Context: an optimization exercise on an open-source flow, tuned for small area, a short achievable clock period and few clock cycles. The choices shown serve that exercise and are no tape-out recipe.
Where RTL was checked, it was by simulation tests only, not by an equivalence proof against the original.
No activity file was given, so power comes from the tool's default toggle rates.

## the reference run
// top_module
module top_module(ans,sign,overflow,car,done,a,b,con,start,clk,rst);
    input [7:0] a;
    input [7:0] b;
    input [2:0] con;
    input start;
    input clk;
    input rst;
    output reg sign,car,overflow,done;
    output [15:0] ans;
    reg [15:0] R;       
    reg [8:0]  X;       
    reg [2:0]  cnt;     
    reg        bm1;     
    reg        sa;      
    reg        mbusy, dbusy;
    assign ans = R;
    wire        sub = (con == 3'b001);
    wire [7:0]  bx  = sub ? ~b : b;
    wire [8:0]  sum = {1'b0, a} + {1'b0, bx} + {8'd0, sub};
    wire        ov  = (a[7] == bx[7]) && (sum[7] != a[7]);
    reg  [7:0]  lres;
    always @* begin
        case (con)
            3'b000, 3'b001: lres = sum[7:0];
            3'b100: lres = a & b;
            3'b101: lres = a | b;
            3'b110: lres = ~b;
            default: lres = a ^ b;
        endcase
    end
    wire arith = (con[2:1] == 2'b00);
    wire is_mul = (con == 3'b010);
    wire is_div = (con == 3'b011);
    function [3:0] blen;
        input [7:0] x;
        begin
            casez (x)
  ...
make LEC_CHECK=0 ABC_CLOCK_PERIOD_IN_PS=3000 CAP_MARGIN=20 CORE_MARGIN=2 CORE_UTILIZATION=50 PLACE_DENSITY=0.65 SETUP_SLACK_MARGIN=1.5 SLEW_MARGIN=20 finish   # period 5.0 ns
run.sh (not shown) runs the stock make flow with config.mk's settings and CLKGATE_MAP_FILE= SYNTH_SCRIPT=/design/flow/synth_recipe.tcl, a recipe that flattens the netlist after the stock synthesis.
The reference run: no failed stages, no open violations at the end
Changes in the trial run relative to the reference run:
==> flow/flow/run.sh (new file) <==
#!/bin/bash
# Standard layout, with fast input/output buffers and sizing not tied to the cell footprint.
set -euo pipefail
bash standard.sh MATCH_CELL_FOOTPRINT=0 "BUFFER_PORTS_ARGS=-buffer_cell sky130_fd_sc_hd__buf_2" finish > standard_flow.log 2>&1
==> flow/standard.sh (new file) <==
#!/bin/bash
# synth_recipe.tcl (not shown) runs the flow's synth.tcl, then flattens the netlist and writes it again
# the make line also repeats each setting of config.mk as NAME=value (left out here)
make -C /OpenROAD-flow-scripts/flow DESIGN_CONFIG=/design/flow/config.mk WORK_HOME=/design/flow/orfs CLKGATE_MAP_FILE= SYNTH_SCRIPT=/design/flow/synth_recipe.tcl "${@:-finish}"
removed: flow/run.sh
==> comparison <==
Per the final summary, the trial run finished and its layout is clean on timing, DRC and antenna. Per the comparison of the trial run with the reference run, delay of the slowest cell on the worst path has increased; number of filler cells placed in the layout now smaller; data arrival time of the critical path +0.09 ns. The reference run → the trial run: total number of cells along the worst setup path moved down, number of signal-net buffers in the layout moved down, layout cell share with drive strength beyond 1 moved up. Of the trial run and the reference run, it is the trial run that has the lower routability congestion estimate from global placement. Looking at register-to-register slack, the trial run sits 0.06 ns below the reference run. In the metrics for the trial run and the reference run, the one carrying the higher count of clock-buffer cells in the layout is the trial run.
No run of this note included a check of the RTL's function; only the layout flow was run.

========
job 1221:
top_module, a different RTL version from the one above (not shown whole).
Size in the first run: roughly 45 flip-flops, about 42 I/O pins.
==> flow/config.mk <==
export PLATFORM = sky130hd
export DESIGN_NAME = top_module
export DESIGN_NICKNAME = top_module
export VERILOG_FILES = /design/flow/design.v
export SDC_FILE = /design/flow/constraint.sdc
export NUM_CORES = 4
export LEC_CHECK = 0
export ABC_CLOCK_PERIOD_IN_PS = 2500
export CAP_MARGIN = 20
export CORE_MARGIN = 2
export CORE_UTILIZATION = 50
export PLACE_DENSITY = 0.65
export SETUP_SLACK_MARGIN = 1.1
export SLEW_MARGIN = 20
==> flow/constraint.sdc <==
create_clock -name core_clock -period 5.0 [get_ports {clk}]
set_input_delay 1.0000 -clock core_clock [delete_from_list [all_inputs] [get_ports {clk}]]
set_output_delay 1.0000 -clock core_clock [all_outputs]
set_load 0.01 [all_outputs]
standard.sh (not shown) runs the stock make flow with config.mk's settings and CLKGATE_MAP_FILE= SYNTH_SCRIPT=/design/flow/synth_recipe.tcl, a recipe that flattens the netlist after the stock synthesis.
==> flow/flow/run.sh <==
#!/bin/bash
# Standard layout, with fast input/output buffers and sizing not tied to the cell footprint.
set -euo pipefail
bash standard.sh MATCH_CELL_FOOTPRINT=0 "BUFFER_PORTS_ARGS=-buffer_cell sky130_fd_sc_hd__buf_2" finish > standard_flow.log 2>&1
Job 1221 went all the way through synthesis, placement and routing and the layout is clean on timing, DRC and antenna.
Testbench counts of job 1221, summed over its fixed seeds: cycles 4,866.
--- input diff job 1221..job 1091 ---
# job 1221
export LEC_CHECK = 0
export ABC_CLOCK_PERIOD_IN_PS = 2500
export CAP_MARGIN = 20
export CORE_MARGIN = 2
export CORE_UTILIZATION = 50
export PLACE_DENSITY = 0.65
export SETUP_SLACK_MARGIN = 1.1
export SLEW_MARGIN = 20
create_clock -name core_clock -period 5.0 [get_ports {clk}]
# job 1091
export LEC_CHECK = 0
export ABC_AREA = 1
export CAP_MARGIN = 20
export CORE_MARGIN = 2
export CORE_UTILIZATION = 50
export PLACE_DENSITY = 0.65
export SETUP_SLACK_MARGIN = 1.1
export SLEW_MARGIN = 20
create_clock -name core_clock -period 5.0 [get_ports {clk}]
==> flow/flow/run.sh <==
#!/bin/bash
# Standard layout, with fast input/output buffers, sizing not tied to the cell
# footprint, and adders left to ABC (no full/half-adder cell extraction).
set -euo pipefail
bash standard.sh MATCH_CELL_FOOTPRINT=0 "BUFFER_PORTS_ARGS=-buffer_cell sky130_fd_sc_hd__buf_2" ADDER_MAP_FILE= finish > standard_flow.log 2>&1
--- outcome ---
- Job 1091 finished every stage and its layout cleared the timing, design-rule and antenna checks.
- Taking job 1221 as the reference, in job 1091 area of the die went up 480 um2; post-synthesis to final-layout area growth has decreased; via count shows an increase of about 28%.
- In job 1091 the final standard cell area without fillers turned out about 0.7% higher than in job 1221.
- In job 1091 the final cell count turned out 288 higher than in job 1221.
Relative to job 1091, the following input files were edited for job 4802:
# job 1091
export LEC_CHECK = 0
export ABC_AREA = 1
export CAP_MARGIN = 20
export CORE_MARGIN = 2
export CORE_UTILIZATION = 50
export PLACE_DENSITY = 0.65
export SETUP_SLACK_MARGIN = 1.1
export SLEW_MARGIN = 20
create_clock -name core_clock -period 5.0 [get_ports {clk}]
# job 4802
export LEC_CHECK = 0
export ABC_CLOCK_PERIOD_IN_PS = 2500
export CAP_MARGIN = 20
export CORE_MARGIN = 2
export CORE_UTILIZATION = 50
export PLACE_DENSITY = 0.65
export SETUP_SLACK_MARGIN = 1.4
export SLEW_MARGIN = 20
create_clock -name core_clock -period 5.0 [get_ports {clk}]
Sort job 4802 and job 1091 by minimum clock period after layout, descending, and job 4802 comes first.
Between job 4802 and job 1091, it is job 4802 whose final weighted congestion of routability-driven global placement is lower, by 0.86%.
In the tables for job 4802 and job 1091, global-route met1 utilization reads lower with job 4802.
Against job 1091, job 4802 comes in 2.0 points higher on growth of design area from synthesis to finish.
Job 4802 against job 1091: worst setup slack fell by 530 ps, global-route usage fell by 1.3 points.
Relative contribution of the clock network to total power in job 4802 is 0.3 points lower than in job 1091
Job 4802 — core box area 0.45% higher, job 1091 as reference
Via count of the first global-routing pass shrinks by a few percent when moving from job 1091 to job 4802.
Job 4802 vs job 1091 — total sequential power rose about 8%.
Via count in job 4802 is 7.8% lower than in job 1091
Relative to job 4802, the following input files were edited for job 415:
# job 4802
export LEC_CHECK = 0
export ABC_CLOCK_PERIOD_IN_PS = 2500
export CAP_MARGIN = 20
export CORE_MARGIN = 2
export CORE_UTILIZATION = 50
export PLACE_DENSITY = 0.65
export SETUP_SLACK_MARGIN = 1.4
export SLEW_MARGIN = 20
create_clock -name core_clock -period 5.0 [get_ports {clk}]
# job 415
export LEC_CHECK = 0
export ABC_CLOCK_PERIOD_IN_PS = 2500
export CAP_MARGIN = 20
export CORE_MARGIN = 2
export CORE_UTILIZATION = 65
export PLACE_DENSITY = 0.75
export SETUP_SLACK_MARGIN = 1.1
export SLEW_MARGIN = 20
create_clock -name core_clock -period 5.0 [get_ports {clk}]
[summary]
Final cell count: job 4802 and job 415 compared, lower one is job 415. The run with more routed wire is job 4802, not job 415. Going from job 4802 to job 415, maximum operating frequency lost 3.7%, global-route met3 utilization picked up an extra 1.3 points, total power picked up an extra about 1.7%, clock share of power picked up an extra 2.3 points. Result for job 4802 and job 415: all clean. Job 415 has less setup slack than job 4802. Job 415 -> job 4802: max-slew violation count delta 0, exact match.
[inputs] job 6060 vs job 415
# job 415
export LEC_CHECK = 0
export ABC_CLOCK_PERIOD_IN_PS = 2500
export CAP_MARGIN = 20
export CORE_MARGIN = 2
export CORE_UTILIZATION = 65
export PLACE_DENSITY = 0.75
export SETUP_SLACK_MARGIN = 1.1
export SLEW_MARGIN = 20
create_clock -name core_clock -period 5.0 [get_ports {clk}]
# job 6060
export LEC_CHECK = 0
export ABC_AREA = 1
export CAP_MARGIN = 20
export CORE_MARGIN = 2
export CORE_UTILIZATION = 50
export PLACE_DENSITY = 0.65
export SETUP_SLACK_MARGIN = 2.0
export SLEW_MARGIN = 20
create_clock -name core_clock -period 5.0 [get_ports {clk}]
### Flow results
- Job 415 → job 6060: wire length higher; stage delay of the slowest cell on the critical path shows a reduction of 460 ps; amount of wire on met3 after detailed routing fell by 160 um.
- Taking job 415 as the reference, in job 6060 worst setup slack grew by 920 ps, count of buffers added by post-CTS timing repair for setup grew by 3, maximum number of pins on one net before global-route repair grew by about 4%, global-route wire length before repair grew by 9.8%.
- Comparing the two runs side by side, job 6060 comes out ahead of job 415 on headroom to the max-slew limit.
--- input diff job 6060..job 8638 ---
# job 6060
export LEC_CHECK = 0
export ABC_AREA = 1
export CAP_MARGIN = 20
export CORE_MARGIN = 2
export CORE_UTILIZATION = 50
export PLACE_DENSITY = 0.65
export SETUP_SLACK_MARGIN = 2.0
export SLEW_MARGIN = 20
create_clock -name core_clock -period 5.0 [get_ports {clk}]
# job 8638
export LEC_CHECK = 0
export ABC_CLOCK_PERIOD_IN_PS = 4000
export CAP_MARGIN = 20
export CORE_MARGIN = 2
export CORE_UTILIZATION = 50
export PLACE_DENSITY = 0.65
export SETUP_SLACK_MARGIN = 1.1
export SLEW_MARGIN = 20
create_clock -name core_clock -period 5.0 [get_ports {clk}]
- Job 8638: done, clean on timing, DRC and antenna
- Measured against each other, job 6060 and job 8638 differ in wire length of the first global-routing pass, the higher figure coming from job 6060.
- Total length of routed met3 wires: job 6060 and job 8638 compared, higher one is job 8638
- Minimum clock period after layout in job 8638 vs job 6060: up 880 ps
- In the tables for job 6060 and job 8638, number of combinational gates with multiple inputs reads higher with job 6060.
- Comparing job 6060 and job 8638, the higher area added between synthesis and finish is on job 6060.
- Against job 6060, combinational gate power in job 8638 fell slightly.
- Final period utilization came out higher on job 8638 than on job 6060.
- Simple-gate area share of the yosys netlist came out lower on job 8638 than on job 6060.

==> what the ideal ports hide <==
In the flow no input, the clock included, has a driving cell. The finished layouts below were timed again as built, in two steps. Step 1 (the two cells are an assumption about what drives the block):
set clk [get_ports {clk}]
set_driving_cell -lib_cell sky130_fd_sc_hd__clkbuf_16 $clk
set_driving_cell -lib_cell sky130_fd_sc_hd__buf_2 [delete_from_list [all_inputs] $clk]
Step 2, shift: input delay + t, output delay - t, t = (earliest + latest rising clock arrival at the registers) / 2. This alone moves slack from input paths to output paths. Slacks: no drivers / after step 1 / after step 2; pairs: no drivers / after step 1.
run	t (ns)	setup slack, ns	worst setup path after step 2	clock arrival spread, ns	worst slew at a driven data input, ns
the reference run	0.324	1.208 / 1.208 / 0.906	input to register	0.007 / 0.007	0.06
the trial run	0.330	1.129 / 1.098 / 0.768	input to register	0.013 / 0.012	0.06
job 1221	0.343	1.209 / 1.220 / 0.877	input to register	0.009 / 0.009	0.04
job 1091	0.332	1.899 / 1.905 / 1.573	input to register	0.008 / 0.009	0.04
job 4802	0.354	1.367 / 1.381 / 1.026	input to register	0.006 / 0.007	0.04
job 415	0.339	1.227 / 1.239 / 0.900	input to register	0.006 / 0.006	0.03
job 6060	0.337	2.150 / 2.151 / 1.814	input to register	0.007 / 0.008	0.04
job 8638	0.357	1.273 / 1.287 / 0.930	input to register	0.005 / 0.006	0.04
After both steps setup and hold are still met in every run listed. For the trial run, which loses most, drivers alone change the setup slack by -0.031 ns; drivers and shift together by -0.361 ns.
